Source: an optimization exercise on an open RTL-to-GDS flow (aim: small area). Production flows keep margins and buffers that such runs may drop. In this exercise RTL edits were held to simulation tests only and were not proved equivalent to the original.

==> inputs of amber <==
// fir_filter
module fir_filter (
    input  wire signed [15:0] i_fir_data_in,
    input  wire               i_fir_en,
    input  wire               i_tap_wr_en,
    input  wire        [5:0]  i_tap_wr_addr,
    input  wire        [15:0] i_tap_wr_data,
    input  wire               i_clk,
    input  wire               i_rst_n,
    output reg  signed [31:0] o_fir_data_out
);
export LEC_CHECK = 0
export ABC_AREA = 1
export CAP_MARGIN = 20
export CORE_MARGIN = 2
export CORE_UTILIZATION = 30
export CTS_CLUSTER_DIAMETER = 100
export CTS_CLUSTER_SIZE = 30
export PLACE_DENSITY = 0.4
export SLEW_MARGIN = 20
export SYNTH_HIERARCHICAL = 1
export SYNTH_MINIMUM_KEEP_SIZE = 0
create_clock -name core_clock -period 12.0 [get_ports {i_clk}]
run.sh (not shown) runs the stock make flow with config.mk's settings and CLKGATE_MAP_FILE= SYNTH_SCRIPT=/design/flow/synth_recipe.tcl, a recipe that flattens the netlist after the stock synthesis.
==> pepper: changes against amber <==
--- a/flow/design.v
+++ b/flow/design.v
@@ -104,17 +104,17 @@
         o_fir_data_out <= 32'd0;
     end else if (i_fir_en) begin
         buffer[0] <= din_r;
         for (i = 1; i <= 50; i = i + 1)
             buffer[i] <= buffer[i - 1];
         macc_n <= ~macc_next;
         acc_a <= row_a;
         acc_b <= row_b;
-        o_fir_data_out <= ~acc_a + ~acc_b;
+        o_fir_data_out <= ~sum_n;
     end
 end
 wire [16:0] y0 = buffer[0];
 wire [15:0] c0 = tap[0];
 wire p1_0_0 = ~y0[1] & y0[0], p2_0_0 = y0[1] & ~y0[0], m1_0_0 = y0[1] & y0[0];
 wire [16:0] r0_0 = ({17{p1_0_0}} & {c0[15], c0}) | ({17{p2_0_0}} & {c0, 1'b0}) | ({17{m1_0_0}} & ~{c0[15], c0});
 wire [16:0] q0_0 = {r0_0[16], ~r0_0[15:0]};
 wire p1_0_1 = ~y0[3] & y0[2], p2_0_1 = y0[3] & ~y0[2], m1_0_1 = y0[3] & y0[2];
@@ -8984,17 +8984,42 @@
 FA f13778(t13641,t13712,t13713,t13776,t13777);
 FA f13780(t13642,t13715,t13714,t13778,t13779);
 FA f13782(t13649,t13716,t13717,t13780,t13781);
 FA f13784(t13653,t13718,t13719,t13782,t13783);
 FA f13786(t13654,t13721,t13720,t13784,t13785);
 assign t13786 = t13658 ^ t13723 ^ t13722;
 wire [31:0] row_a = {t13786, t13783, t13781, t13780, t13777, t13776, t13773, t13771, t13769, t13767, t13765, t13763, t13761, t13759, t13757, t13755, t13753, t13751, t13749, t13747, t13745, t13743, t13741, t13739, t13737, t13735, t13733, t13731, t13729, t13727, t13725, t13537};
 wire [31:0] row_b = {t13785, t13784, t13782, t13779, t13778, t13775, t13774, t13772, t13770, t13768, t13766, t13764, t13762, t13760, t13758, t13756, t13754, t13752, t13750, t13748, t13746, t13744, t13742, t13740, t13738, t13736, t13734, t13732, t13730, t13728, t13726, t13724};
+wire [31:0] sum_n;                  
+wire [16:1] kl;                     
+wire [31:17] k0, k1;                
+wire [31:16] s0, s1;                
+HAN al0 (acc_a[0], acc_b[0], sum_n[0], kl[1]);
+genvar ai;
+generate for (ai = 1; ai < 16; ai = ai + 1) begin : addl
+    FA a (acc_a[ai], acc_b[ai], kl[ai], sum_n[ai], kl[ai+1]);
+end endgenerate
+HAN ah0 (acc_a[16], acc_b[16], s0[16], k0[17]);
+HA  ah1 (acc_a[16], acc_b[16], s1[16], k1[17]);
+generate for (ai = 17; ai < 32; ai = ai + 1) begin : addh
+    wire u0, u1;
+    FA a0 (acc_a[ai], acc_b[ai], k0[ai], s0[ai], u0);
+    FA a1 (acc_a[ai], acc_b[ai], k1[ai], s1[ai], u1);
+    if (ai < 31) begin : c
+        assign k0[ai+1] = u0;
+        assign k1[ai+1] = u1;
+    end
+end endgenerate
+assign sum_n[31:16] = kl[16] ? s0 : s1;    
 endmodule
 module FA (input wire a, input wire b, input wire c, output wire s, output wire co);
     assign s  = a ^ b ^ c;
     assign co = (a & b) | (a & c) | (b & c);
 endmodule
+module HA (input wire a, input wire b, output wire s, output wire co);
+    assign s  = a ^ b;
+    assign co = a & b;
+endmodule
 module HAN (input wire a, input wire b, output wire s, output wire co);
     assign s  = ~(a ^ b);
     assign co = a | b;
 endmodule
==> flow/config.mk (replaced) <==
export PLATFORM = sky130hd
export DESIGN_NAME = fir_filter
export DESIGN_NICKNAME = fir_filter
export VERILOG_FILES = /design/flow/design.v
export SDC_FILE = /design/flow/constraint.sdc
export NUM_CORES = 8
export LEC_CHECK = 0
export ABC_AREA = 1
export CAP_MARGIN = 30
export CORE_MARGIN = 2
export CORE_UTILIZATION = 40
export PLACE_DENSITY = 0.5
export SLEW_MARGIN = 30
export SYNTH_HIERARCHICAL = 1
export SYNTH_MINIMUM_KEEP_SIZE = 0
==> summary of the runs <==
Of amber and pepper, amber has the higher wire length (gap about 5%, measured against pepper). Between pepper and amber, the lower core utilization is in amber (gap 10 points). pepper produced a clean layout. amber ran to the end with violations: antenna violations, max-capacitance violations, max-slew violations. Between amber and pepper, the lower setup slack is in pepper (gap 0.29 ns). Against pepper, the worst hold slack of amber is better by 0.011 ns. Between amber and pepper, the lower via count is in amber (gap about 4.6%, measured against pepper).

==> run a: inputs <==
RTL: one of the versions met above, not the one the previous note started from.
make LEC_CHECK=0 ABC_AREA=1 CAP_MARGIN=30 CORE_MARGIN=2 CORE_UTILIZATION=30 CTS_CLUSTER_DIAMETER=100 CTS_CLUSTER_SIZE=30 PLACE_DENSITY=0.5 SLEW_MARGIN=30 SYNTH_HIERARCHICAL=1 SYNTH_MINIMUM_KEEP_SIZE=0 finish   # period 12.0 ns
==> run b: changes against run a <==
--- a/flow/design.v
+++ b/flow/design.v
@@ -104,17 +104,17 @@
         o_fir_data_out <= 32'd0;
     end else if (i_fir_en) begin
         buffer[0] <= din_r;
         for (i = 1; i <= 50; i = i + 1)
             buffer[i] <= buffer[i - 1];
         macc_n <= ~macc_next;
         acc_a <= row_a;
         acc_b <= row_b;
-        o_fir_data_out <= ~sum_n;
+        o_fir_data_out <= ~acc_a + ~acc_b;
     end
 end
 wire [16:0] y0 = buffer[0];
 wire [15:0] c0 = tap[0];
 wire p1_0_0 = ~y0[1] & y0[0], p2_0_0 = y0[1] & ~y0[0], m1_0_0 = y0[1] & y0[0];
 wire [16:0] r0_0 = ({17{p1_0_0}} & {c0[15], c0}) | ({17{p2_0_0}} & {c0, 1'b0}) | ({17{m1_0_0}} & ~{c0[15], c0});
 wire [16:0] q0_0 = {r0_0[16], ~r0_0[15:0]};
 wire p1_0_1 = ~y0[3] & y0[2], p2_0_1 = y0[3] & ~y0[2], m1_0_1 = y0[3] & y0[2];
@@ -8984,42 +8984,17 @@
 FA f13778(t13641,t13712,t13713,t13776,t13777);
 FA f13780(t13642,t13715,t13714,t13778,t13779);
 FA f13782(t13649,t13716,t13717,t13780,t13781);
 FA f13784(t13653,t13718,t13719,t13782,t13783);
 FA f13786(t13654,t13721,t13720,t13784,t13785);
 assign t13786 = t13658 ^ t13723 ^ t13722;
 wire [31:0] row_a = {t13786, t13783, t13781, t13780, t13777, t13776, t13773, t13771, t13769, t13767, t13765, t13763, t13761, t13759, t13757, t13755, t13753, t13751, t13749, t13747, t13745, t13743, t13741, t13739, t13737, t13735, t13733, t13731, t13729, t13727, t13725, t13537};
 wire [31:0] row_b = {t13785, t13784, t13782, t13779, t13778, t13775, t13774, t13772, t13770, t13768, t13766, t13764, t13762, t13760, t13758, t13756, t13754, t13752, t13750, t13748, t13746, t13744, t13742, t13740, t13738, t13736, t13734, t13732, t13730, t13728, t13726, t13724};
-wire [31:0] sum_n;                  
-wire [16:1] kl;                     
-wire [31:17] k0, k1;                
-wire [31:16] s0, s1;                
-HAN al0 (acc_a[0], acc_b[0], sum_n[0], kl[1]);
-genvar ai;
-generate for (ai = 1; ai < 16; ai = ai + 1) begin : addl
-    FA a (acc_a[ai], acc_b[ai], kl[ai], sum_n[ai], kl[ai+1]);
-end endgenerate
-HAN ah0 (acc_a[16], acc_b[16], s0[16], k0[17]);
-HA  ah1 (acc_a[16], acc_b[16], s1[16], k1[17]);
-generate for (ai = 17; ai < 32; ai = ai + 1) begin : addh
-    wire u0, u1;
-    FA a0 (acc_a[ai], acc_b[ai], k0[ai], s0[ai], u0);
-    FA a1 (acc_a[ai], acc_b[ai], k1[ai], s1[ai], u1);
-    if (ai < 31) begin : c
-        assign k0[ai+1] = u0;
-        assign k1[ai+1] = u1;
-    end
-end endgenerate
-assign sum_n[31:16] = kl[16] ? s0 : s1;    
 endmodule
 module FA (input wire a, input wire b, input wire c, output wire s, output wire co);
     assign s  = a ^ b ^ c;
     assign co = (a & b) | (a & c) | (b & c);
 endmodule
-module HA (input wire a, input wire b, output wire s, output wire co);
-    assign s  = a ^ b;
-    assign co = a & b;
-endmodule
 module HAN (input wire a, input wire b, output wire s, output wire co);
     assign s  = ~(a ^ b);
     assign co = a | b;
 endmodule
CAP_MARGIN = 20   (was 30)
CTS_CLUSTER_DIAMETER = not set   (was 100)
CTS_CLUSTER_SIZE = not set   (was 30)
PLACE_DENSITY = 0.4   (was 0.5)
SLEW_MARGIN = 20   (was 30)
==> run c: changes against run a <==
--- a/flow/design.v
+++ b/flow/design.v
@@ -104,17 +104,17 @@
         o_fir_data_out <= 32'd0;
     end else if (i_fir_en) begin
         buffer[0] <= din_r;
         for (i = 1; i <= 50; i = i + 1)
             buffer[i] <= buffer[i - 1];
         macc_n <= ~macc_next;
         acc_a <= row_a;
         acc_b <= row_b;
-        o_fir_data_out <= ~sum_n;
+        o_fir_data_out <= ~acc_a + ~acc_b;
     end
 end
 wire [16:0] y0 = buffer[0];
 wire [15:0] c0 = tap[0];
 wire p1_0_0 = ~y0[1] & y0[0], p2_0_0 = y0[1] & ~y0[0], m1_0_0 = y0[1] & y0[0];
 wire [16:0] r0_0 = ({17{p1_0_0}} & {c0[15], c0}) | ({17{p2_0_0}} & {c0, 1'b0}) | ({17{m1_0_0}} & ~{c0[15], c0});
 wire [16:0] q0_0 = {r0_0[16], ~r0_0[15:0]};
 wire p1_0_1 = ~y0[3] & y0[2], p2_0_1 = y0[3] & ~y0[2], m1_0_1 = y0[3] & y0[2];
@@ -8984,42 +8984,17 @@
 FA f13778(t13641,t13712,t13713,t13776,t13777);
 FA f13780(t13642,t13715,t13714,t13778,t13779);
 FA f13782(t13649,t13716,t13717,t13780,t13781);
 FA f13784(t13653,t13718,t13719,t13782,t13783);
 FA f13786(t13654,t13721,t13720,t13784,t13785);
 assign t13786 = t13658 ^ t13723 ^ t13722;
 wire [31:0] row_a = {t13786, t13783, t13781, t13780, t13777, t13776, t13773, t13771, t13769, t13767, t13765, t13763, t13761, t13759, t13757, t13755, t13753, t13751, t13749, t13747, t13745, t13743, t13741, t13739, t13737, t13735, t13733, t13731, t13729, t13727, t13725, t13537};
 wire [31:0] row_b = {t13785, t13784, t13782, t13779, t13778, t13775, t13774, t13772, t13770, t13768, t13766, t13764, t13762, t13760, t13758, t13756, t13754, t13752, t13750, t13748, t13746, t13744, t13742, t13740, t13738, t13736, t13734, t13732, t13730, t13728, t13726, t13724};
-wire [31:0] sum_n;                  
-wire [16:1] kl;                     
-wire [31:17] k0, k1;                
-wire [31:16] s0, s1;                
-HAN al0 (acc_a[0], acc_b[0], sum_n[0], kl[1]);
-genvar ai;
-generate for (ai = 1; ai < 16; ai = ai + 1) begin : addl
-    FA a (acc_a[ai], acc_b[ai], kl[ai], sum_n[ai], kl[ai+1]);
-end endgenerate
-HAN ah0 (acc_a[16], acc_b[16], s0[16], k0[17]);
-HA  ah1 (acc_a[16], acc_b[16], s1[16], k1[17]);
-generate for (ai = 17; ai < 32; ai = ai + 1) begin : addh
-    wire u0, u1;
-    FA a0 (acc_a[ai], acc_b[ai], k0[ai], s0[ai], u0);
-    FA a1 (acc_a[ai], acc_b[ai], k1[ai], s1[ai], u1);
-    if (ai < 31) begin : c
-        assign k0[ai+1] = u0;
-        assign k1[ai+1] = u1;
-    end
-end endgenerate
-assign sum_n[31:16] = kl[16] ? s0 : s1;    
 endmodule
 module FA (input wire a, input wire b, input wire c, output wire s, output wire co);
     assign s  = a ^ b ^ c;
     assign co = (a & b) | (a & c) | (b & c);
 endmodule
-module HA (input wire a, input wire b, output wire s, output wire co);
-    assign s  = a ^ b;
-    assign co = a & b;
-endmodule
 module HAN (input wire a, input wire b, output wire s, output wire co);
     assign s  = ~(a ^ b);
     assign co = a | b;
 endmodule
PLACE_DENSITY = 0.4   (was 0.5)
==> comparison table <==
Signal buffers share of area: run b 2.06%; run a 2.71%; run c 2.17%
Total Nets Final: run b 39368; run a 39209; run c 39311
Crit path required time: run b 13.02 ns; run a 13.12 ns; run c 13.08 ns
Vias after detailed routing: run b 307316; run a 309838; run c 306776
Clock network latency to the later pin of the worst-skew pair: run b 1.20 ns; run a 1.30 ns; run c 1.21 ns
Number of detailed-route iterations in the first pass: run b 9; run a 10; run c 9
Worst Setup SP: run b tap[32][15]; run a buffer[0][10]; run c buffer[50][13]
FF+latch area: run b 0.0457 sq mm; run a 0.0457 sq mm; run c 0.0457 sq mm
Share of the core filled with cells: run b 32.3%; run a 32.2%; run c 32.1%
Remaining max-slew budget at the tightest pin: run b 5.92%; run a 12.7%; run c 11.8%
Number of global-route vias before repair: run b 284322; run a 281101; run c 284241
Hold EP: run b tap[47][8]; run a acc_b[0]; run c tap[47][8]
Launch point of the worst reg-to-reg path: run b tap[32][15]; run a buffer[0][10]; run c buffer[50][13]
Timing endpoint of the critical path: run b acc_a[28]; run a acc_b[21]; run c acc_b[20]
Outcome: run b complete, no violations; run a complete, no violations; run c complete, no violations
Final cycle utilization of the critical path: run b 87.4%; run a 86.9%; run c 86.5%
Share of the synthesized netlist area taken by xor and xnor gates: run b 2.56%; run a 2.59%; run c 2.56%

==> inputs of v36 <==
Another version of the RTL of fir_filter (not shown whole).
export LEC_CHECK = 0
export ABC_AREA = 1
export CAP_MARGIN = 30
export CORE_MARGIN = 2
export CORE_UTILIZATION = 30
export PLACE_DENSITY = 0.4
export SLEW_MARGIN = 30
export SYNTH_HIERARCHICAL = 1
export SYNTH_MINIMUM_KEEP_SIZE = 0
create_clock -name core_clock -period 12.0 [get_ports {i_clk}]
==> inputs of v16, as changes to v36 <==
CORE_UTILIZATION = 45   (was 30)
PLACE_DENSITY = 0.55   (was 0.4)
==> inputs of v5, as changes to v36 <==
CORE_UTILIZATION = 40   (was 30)
PLACE_DENSITY = 0.5   (was 0.4)
==> flow_summary_export.csv <==
group,metric,value,unit
cts,clk_pin_slew_worst_paths,0.07,ns
sta,slew_violations,15,
sta,maxSlewHeadroom,-0.09630,
sta,fin_ws,0.8983,ns
outcome,outcome,"complete, but fails checks",
outcome,so_faults,"slew limit",
-- figures above: v16

==> flow_summary_export.csv <==
group,metric,value,unit
outcome,outcome,"complete, but fails checks",
sta,fin_ws,1.247,ns
synth,synth_xor_area_frac,0.02571,
outcome,so_faults,"antenna rules",
routing,detail-route-antenna-nets,2,
sta,slew_violations,0,
cts,clk_pin_slew_worst_paths,0.06,ns
sta,maxSlewHeadroom,0.05047,
cts,cts_buffer_depth,5,
-- figures above: v36

==> flow_summary_export.csv <==
group,metric,value,unit
outcome,so_faults,"antenna rules",
finish,top_register,"buffer",
floorplan,coreArea,0.7687,mm2
sta,maxSlewHeadroom,0.1046,
cts,clk_pin_slew_worst_paths,0.06,ns
routing,detail-route-antenna-nets,1,
outcome,outcome,"complete, but fails checks",
finish,nets,38470,
synth,synth_top_cell_area_share,0.4464,
grt,top_usage_layer,"met2",
sta,slew_violations,0,
-- figures above: v5

-- static timing again, ports no longer ideal --
No port has a modelled driver above. Below, the same layouts with a new extraction and two added sets of constraints. Step 1 assumes that a clkbuf_16 drives the clock port and a buf_2 every other input. Step 2, shift: input delay + t, output delay - t, t = (earliest + latest rising clock arrival at the registers) / 2. This alone moves slack from input paths to output paths. Slacks: ideal / step 1 / step 2; pairs: ideal / step 1.
| run | t, ns | slack for setup (ns) | clock arrival spread, ns |
|---|---|---|---|
| amber | 1.356 | 1.627 / 1.627 / 1.466 | 0.133 / 0.132 |
| pepper | 1.292 | 1.338 / 1.338 / 1.338 | 0.102 / 0.103 |
| run a | 1.344 | 1.573 / 1.573 / 1.492 | 0.147 / 0.147 |
| run b | 1.285 | 1.512 / 1.512 / 1.492 | 0.155 / 0.155 |
| run c | 1.360 | 1.615 / 1.615 / 1.440 | 0.128 / 0.127 |
| v36 | 1.286 | 1.247 / 1.247 / 1.247 | 0.107 / 0.106 |
| v16 | 1.272 | 0.898 / 0.898 / 0.898 | 0.107 / 0.107 |
| v5 | 1.277 | 0.732 / 0.732 / 0.732 | 0.136 / 0.136 |
For run c, which loses most, drivers alone change the setup slack by 0.000 ns; drivers and shift together by -0.175 ns.
